This design comes from an exercise in tuning for small area on the open sky130 flow, not from production work.
Only simulation tests tie the RTL to the original design; equivalence was not proved.

==> 07-22 <==
// PongGame_Board1
module PongGame_Board1 (
    input clock,
    input reset,             
    input [1:0] p0_move,
    input [1:0] p1_move,
    input [2:0] p0_colour,
    input [2:0] p1_colour,
    input p0_play,
    input p1_play,
    output [6:0] hex0,
    output [6:0] hex5,
    output [6:0] hex4,
    output [9:0] led,
    output [3:0] p1_scoreOut,
    output vga_clk,
    output vga_hs,
    output vga_vs,
    output [7:0] vga_R,
    output [7:0] vga_G,
    output [7:0] vga_B
);
    wire pix, pmove_tick, bally_tick, ballx_tick;
    M_ticks u_ticks(.clock(clock), .reset(reset), .pix(pix), .pmove_tick(pmove_tick),
                    .bally_tick(bally_tick), .ballx_tick(ballx_tick), .vga_clk(vga_clk));
    wire [9:0] h, v;
    wire inD;
    M_vga u_vga(.clock(clock), .reset(reset), .pix(pix), .h(h), .v(v), .hs(vga_hs), .vs(vga_vs), .inD(inD));
    wire [9:0] bx;
    wire [8:0] by, p0, p1;
    wire xDir;
    wire [3:0] s0, s1;
    wire inPlay = p0_play & p1_play;
    wire p0_win = s0[3] & s0[1];         
    wire p1_win = s1[3] & s1[1];
    wire win = p0_win | p1_win;
    wire gameOver = win & inPlay;
    wire newGame = win & ~inPlay;
    wire psel1 = h[9];      
    wire in20, in80, coll, xin, pcol, t_common, t_1, t_2, inBorder;
    M_bally u_bally(.clock(clock), .reset(reset), .gameOver(gameOver), .yt0(bally_tick & inPlay), .by(by));
    M_ballx u_ballx(.clock(clock), .reset(reset), .gameOver(gameOver), .newGame(newGame), .inPlay(inPlay),
                    .ballx_tick(ballx_tick), .coll(coll), .bx(bx), .xDir(xDir), .s0(s0), .s1(s1));
    M_paddle u_p0(.clock(clock), .rst(reset | gameOver), .pmove(pmove_tick & inPlay), .mv(p0_move), .p(p0));
    M_paddle u_p1(.clock(clock), .rst(reset | gameOver), .pmove(pmove_tick & inPlay), .mv(p1_move), .p(p1));
  ...
==> flow/config.mk <==
export PLATFORM = sky130hd
export DESIGN_NAME = PongGame_Board1
export DESIGN_NICKNAME = PongGame_Board1
export VERILOG_FILES = /design/flow/design.v
export SDC_FILE = /design/flow/constraint.sdc
export NUM_CORES = 4
export LEC_CHECK = 0
export CAP_MARGIN = 20
export CORE_MARGIN = 2
export CORE_UTILIZATION = 40
export SLEW_MARGIN = 20
==> flow/constraint.sdc <==
create_clock -name core_clock -period 10.0 [get_ports {clock}]
set_input_delay 2.0000 -clock core_clock [delete_from_list [all_inputs] [get_ports {clock}]]
set_output_delay 2.0000 -clock core_clock [all_outputs]
set_load 0.01 [all_outputs]
standard.sh (not shown) runs the stock make flow with config.mk's settings and CLKGATE_MAP_FILE= SYNTH_SCRIPT=/design/flow/synth_recipe.tcl, a recipe that flattens the netlist after the stock synthesis.
==> flow/flow/run.sh <==
#!/bin/bash
# Layout flow: the standard ORFS flow (standard.sh) with changes that only
# affect how the netlist is mapped and how cells are sized/selected, not the
# design, the constraints or the registers:
#  - synthesis maps logic with an area-oriented ABC script (flow/abc_area.script),
#    run with several random seeds, keeping the smallest result
#    (flow/multi_abc.tcl), instead of ORFS's speed script; adders are left to
#    ABC instead of being extracted into half/full-adder cells (ADDER_MAP_FILE
#    empty); everything else in synthesis is unchanged (same synth_recipe.tcl,
#    same registers and names);
#  - port buffers use the smallest buffer cell (buf_1);
#  - the constant outputs share one tie cell per value (no tie-fanout repair);
#  - the clock tree uses clkbuf_8 buffers and no dummy loads.
set -euo pipefail
HERE=$(pwd)
FLOWDIR=$HERE/flow

for s in 0 1 2 3 4 5; do
    sed "s/SEED/$s/" "$FLOWDIR/abc_area.script" > "$HERE/abc_seed_$s.script"
done

# ORFS synth.tcl with the ABC call replaced by the multi-seed mapping
sed "s#log_cmd abc {\*}\$abc_args#set my_flow_dir $HERE; source $FLOWDIR/multi_abc.tcl#" \
    "$FLOW_HOME/scripts/synth.tcl" > "$HERE/synth_area.tcl"
grep -q "multi_abc.tcl" "$HERE/synth_area.tcl"
# The standard flow's synthesis script, sourcing the patched synth.tcl
sed "s#\$::env(SCRIPTS_DIR)/synth.tcl#$HERE/synth_area.tcl#" synth_recipe.tcl > "$HERE/synth_recipe_area.tcl"
grep -q "synth_area.tcl" "$HERE/synth_recipe_area.tcl"

bash standard.sh \
    SYNTH_SCRIPT="$HERE/synth_recipe_area.tcl" \
    ADDER_MAP_FILE= \
    SKIP_REPAIR_TIE_FANOUT=1 \
    "BUFFER_PORTS_ARGS=-buffer_cell sky130_fd_sc_hd__buf_1" \
    "CTS_ARGS=-sink_clustering_enable -repair_clock_nets -dont_use_dummy_load -buf_list sky130_fd_sc_hd__clkbuf_8" \
    finish > "$HERE/standard.log" 2>&1
==> flow/flow/abc_area.script <==
strash
&get -n
&deepsyn -S SEED -T 20
&put
&get -n
&dch -f
&nf -R 1000
&put
==> flow/flow/multi_abc.tcl <==
# Technology mapping with an area-oriented ABC script, tried with several
# random seeds of ABC's &deepsyn; the smallest mapped netlist is kept.
# Sourced by synth_area.tcl in place of ORFS's single "abc" call, with
# abc_args and lib_args as ORFS's synth.tcl sets them; my_flow_dir is
# set by run.sh.
design -save my_pre_abc
set my_best_area -1
set my_best_seed -1
foreach my_seed {0 1 2 3 4 5} {
  design -load my_pre_abc
  set my_script [file join $my_flow_dir abc_seed_$my_seed.script]
  log_cmd abc {*}[lreplace $abc_args 1 1 $my_script]
  set my_stat [tee -q -s result.string stat {*}$lib_args]
  if { ![regexp {Chip area for (?:top )?module '[^']*': ([0-9.]+)} $my_stat -> my_area] } {
    error "multi_abc: no area in stat output"
  }
  puts "multi_abc: seed $my_seed area $my_area"
  if { $my_best_area < 0 || $my_area < $my_best_area } {
    set my_best_area $my_area
    set my_best_seed $my_seed
    design -save my_best_abc
  }
}
design -load my_best_abc
puts "multi_abc: kept seed $my_best_seed area $my_best_area"
==> 08-21 (differences from 07-22) <==
==> flow/flow/run.sh (replaced) <==
#!/bin/bash
# Layout flow: the standard ORFS flow (standard.sh) with three changes
# that only affect cell sizing/selection, not the design or constraints:
#  - synthesis maps logic with an area-oriented ABC script (flow/abc_area.script)
#    instead of ORFS's speed script, and leaves adders to ABC instead of
#    extracting them into half/full-adder cells (ADDER_MAP_FILE empty);
#    everything else in synthesis is unchanged (same synth_recipe.tcl, same
#    registers and names);
#  - port buffers use the smallest buffer cell (buf_1);
#  - clock tree uses small clock buffers and no dummy loads.
set -euo pipefail
HERE=$(pwd)
SCRIPT=$HERE/flow/abc_area.script

# ORFS synth.tcl with the ABC script swapped
sed "s#log_cmd abc {\*}\$abc_args#log_cmd abc {*}[lreplace \$abc_args 1 1 $SCRIPT]#" \
    "$FLOW_HOME/scripts/synth.tcl" > "$HERE/synth_area.tcl"
grep -q "abc_area.script" "$HERE/synth_area.tcl"
# The standard flow's synthesis script, sourcing the patched synth.tcl
sed "s#\$::env(SCRIPTS_DIR)/synth.tcl#$HERE/synth_area.tcl#" synth_recipe.tcl > "$HERE/synth_recipe_area.tcl"
grep -q "synth_area.tcl" "$HERE/synth_recipe_area.tcl"

bash standard.sh \
    SYNTH_SCRIPT="$HERE/synth_recipe_area.tcl" \
    ADDER_MAP_FILE= \
    "BUFFER_PORTS_ARGS=-buffer_cell sky130_fd_sc_hd__buf_1" \
    "CTS_ARGS=-sink_clustering_enable -repair_clock_nets -dont_use_dummy_load -buf_list sky130_fd_sc_hd__clkbuf_8" \
    finish > "$HERE/standard.log" 2>&1
==> flow/flow/abc_area.script (replaced) <==
strash
&get -n
&deepsyn -T 20
&put
&get -n
&dch -f
&nf -R 1000
&put
removed: flow/flow/multi_abc.tcl
==> 05-07 (differences from 07-22) <==
==> flow/flow/run.sh (replaced) <==
#!/bin/bash
# Layout flow: the standard ORFS flow (standard.sh) with three changes
# that only affect cell sizing/selection, not the design or constraints:
#  - synthesis maps logic with an area-oriented ABC script (flow/abc_area.script)
#    instead of ORFS's speed script, and leaves adders to ABC instead of
#    extracting them into half/full-adder cells (ADDER_MAP_FILE empty);
#    everything else in synthesis is unchanged (same synth_recipe.tcl, same
#    registers and names);
#  - port buffers use the smallest buffer cell (buf_1);
#  - clock tree uses small clock buffers and no dummy loads.
set -euo pipefail
HERE=$(pwd)
SCRIPT=$HERE/flow/abc_area.script

# ORFS synth.tcl with the ABC script swapped
sed "s#log_cmd abc {\*}\$abc_args#log_cmd abc {*}[lreplace \$abc_args 1 1 $SCRIPT]#" \
    "$FLOW_HOME/scripts/synth.tcl" > "$HERE/synth_area.tcl"
grep -q "abc_area.script" "$HERE/synth_area.tcl"
# The standard flow's synthesis script, sourcing the patched synth.tcl
sed "s#\$::env(SCRIPTS_DIR)/synth.tcl#$HERE/synth_area.tcl#" synth_recipe.tcl > "$HERE/synth_recipe_area.tcl"
grep -q "synth_area.tcl" "$HERE/synth_recipe_area.tcl"

bash standard.sh \
    SYNTH_SCRIPT="$HERE/synth_recipe_area.tcl" \
    ADDER_MAP_FILE= \
    SKIP_REPAIR_TIE_FANOUT=1 \
    "BUFFER_PORTS_ARGS=-buffer_cell sky130_fd_sc_hd__buf_1" \
    "CTS_ARGS=-sink_clustering_enable -repair_clock_nets -dont_use_dummy_load -buf_list sky130_fd_sc_hd__clkbuf_8 -sink_clustering_size 30 -sink_clustering_max_diameter 300 -sink_clustering_levels 1" \
    finish > "$HERE/standard.log" 2>&1
==> flow/flow/abc_area.script (replaced) <==
strash
&get -n
&deepsyn -T 20
&put
&get -n
&dch -f
&nf -R 1000
&put
removed: flow/flow/multi_abc.tcl
==> flow_summary.ini <==
[run_status]
status = no timing/DRC/antenna violations

[power]
powerComb_uw = 128

[layout]
buffer_area_share_pct = 4.058
multi_input_area_mm2 = 0.003416
multi_input_cells = 599

[route]
wl_met3_um = 769

[timing]
fin_ws_ns = 3.282
[end of results for 07-22]
==> flow_summary.ini <==
[layout]
buffer_area_share_pct = 4.027
multi_input_cells = 611
multi_input_area_mm2 = 0.003461

[route]
drtIter0Drc = 457
wl_met3_um = 761

[timing]
fin_ws_ns = 3.460

[place]
place_area_mm2 = 0.005743

[run_status]
status = no timing/DRC/antenna violations

[power]
powerComb_uw = 126
[end of results for 08-21]
==> flow_summary.ini <==
[run_status]
status = no timing/DRC/antenna violations

[route]
wl_met3_um = 769

[layout]
multi_input_area_mm2 = 0.003416
multi_input_cells = 599

[timing]
fin_ws_ns = 3.282

[global_route]
use_met1_pct = 24.30

[power]
powerComb_uw = 128
[end of results for 05-07]

static timing again, ports no longer ideal:
In the flow no input, the clock included, has a driving cell. The finished layouts below were timed again as built, in two steps.
Step 1 assumes that a clkbuf_16 drives the clock port and a buf_2 every other input.
Step 2 also shifts input and output timing later by t, the mid clock arrival at the registers, as if the neighbouring blocks saw the same clock.
Three values: ideal, step 1, step 2; two values: the first two.
| run | shift t [ns] | setup slack, ns | hold WS [ns] |
|---|---|---|---|
| 07-22 | 0.415 | 3.282 / 3.282 / 3.282 | 0.475 / 0.475 / 0.475 |
| 08-21 | 0.410 | 3.460 / 3.460 / 3.460 | 0.482 / 0.482 / 0.482 |
| 05-07 | 0.415 | 3.282 / 3.282 / 3.282 | 0.475 / 0.475 / 0.475 |
After both steps setup and hold are still met in every run listed.
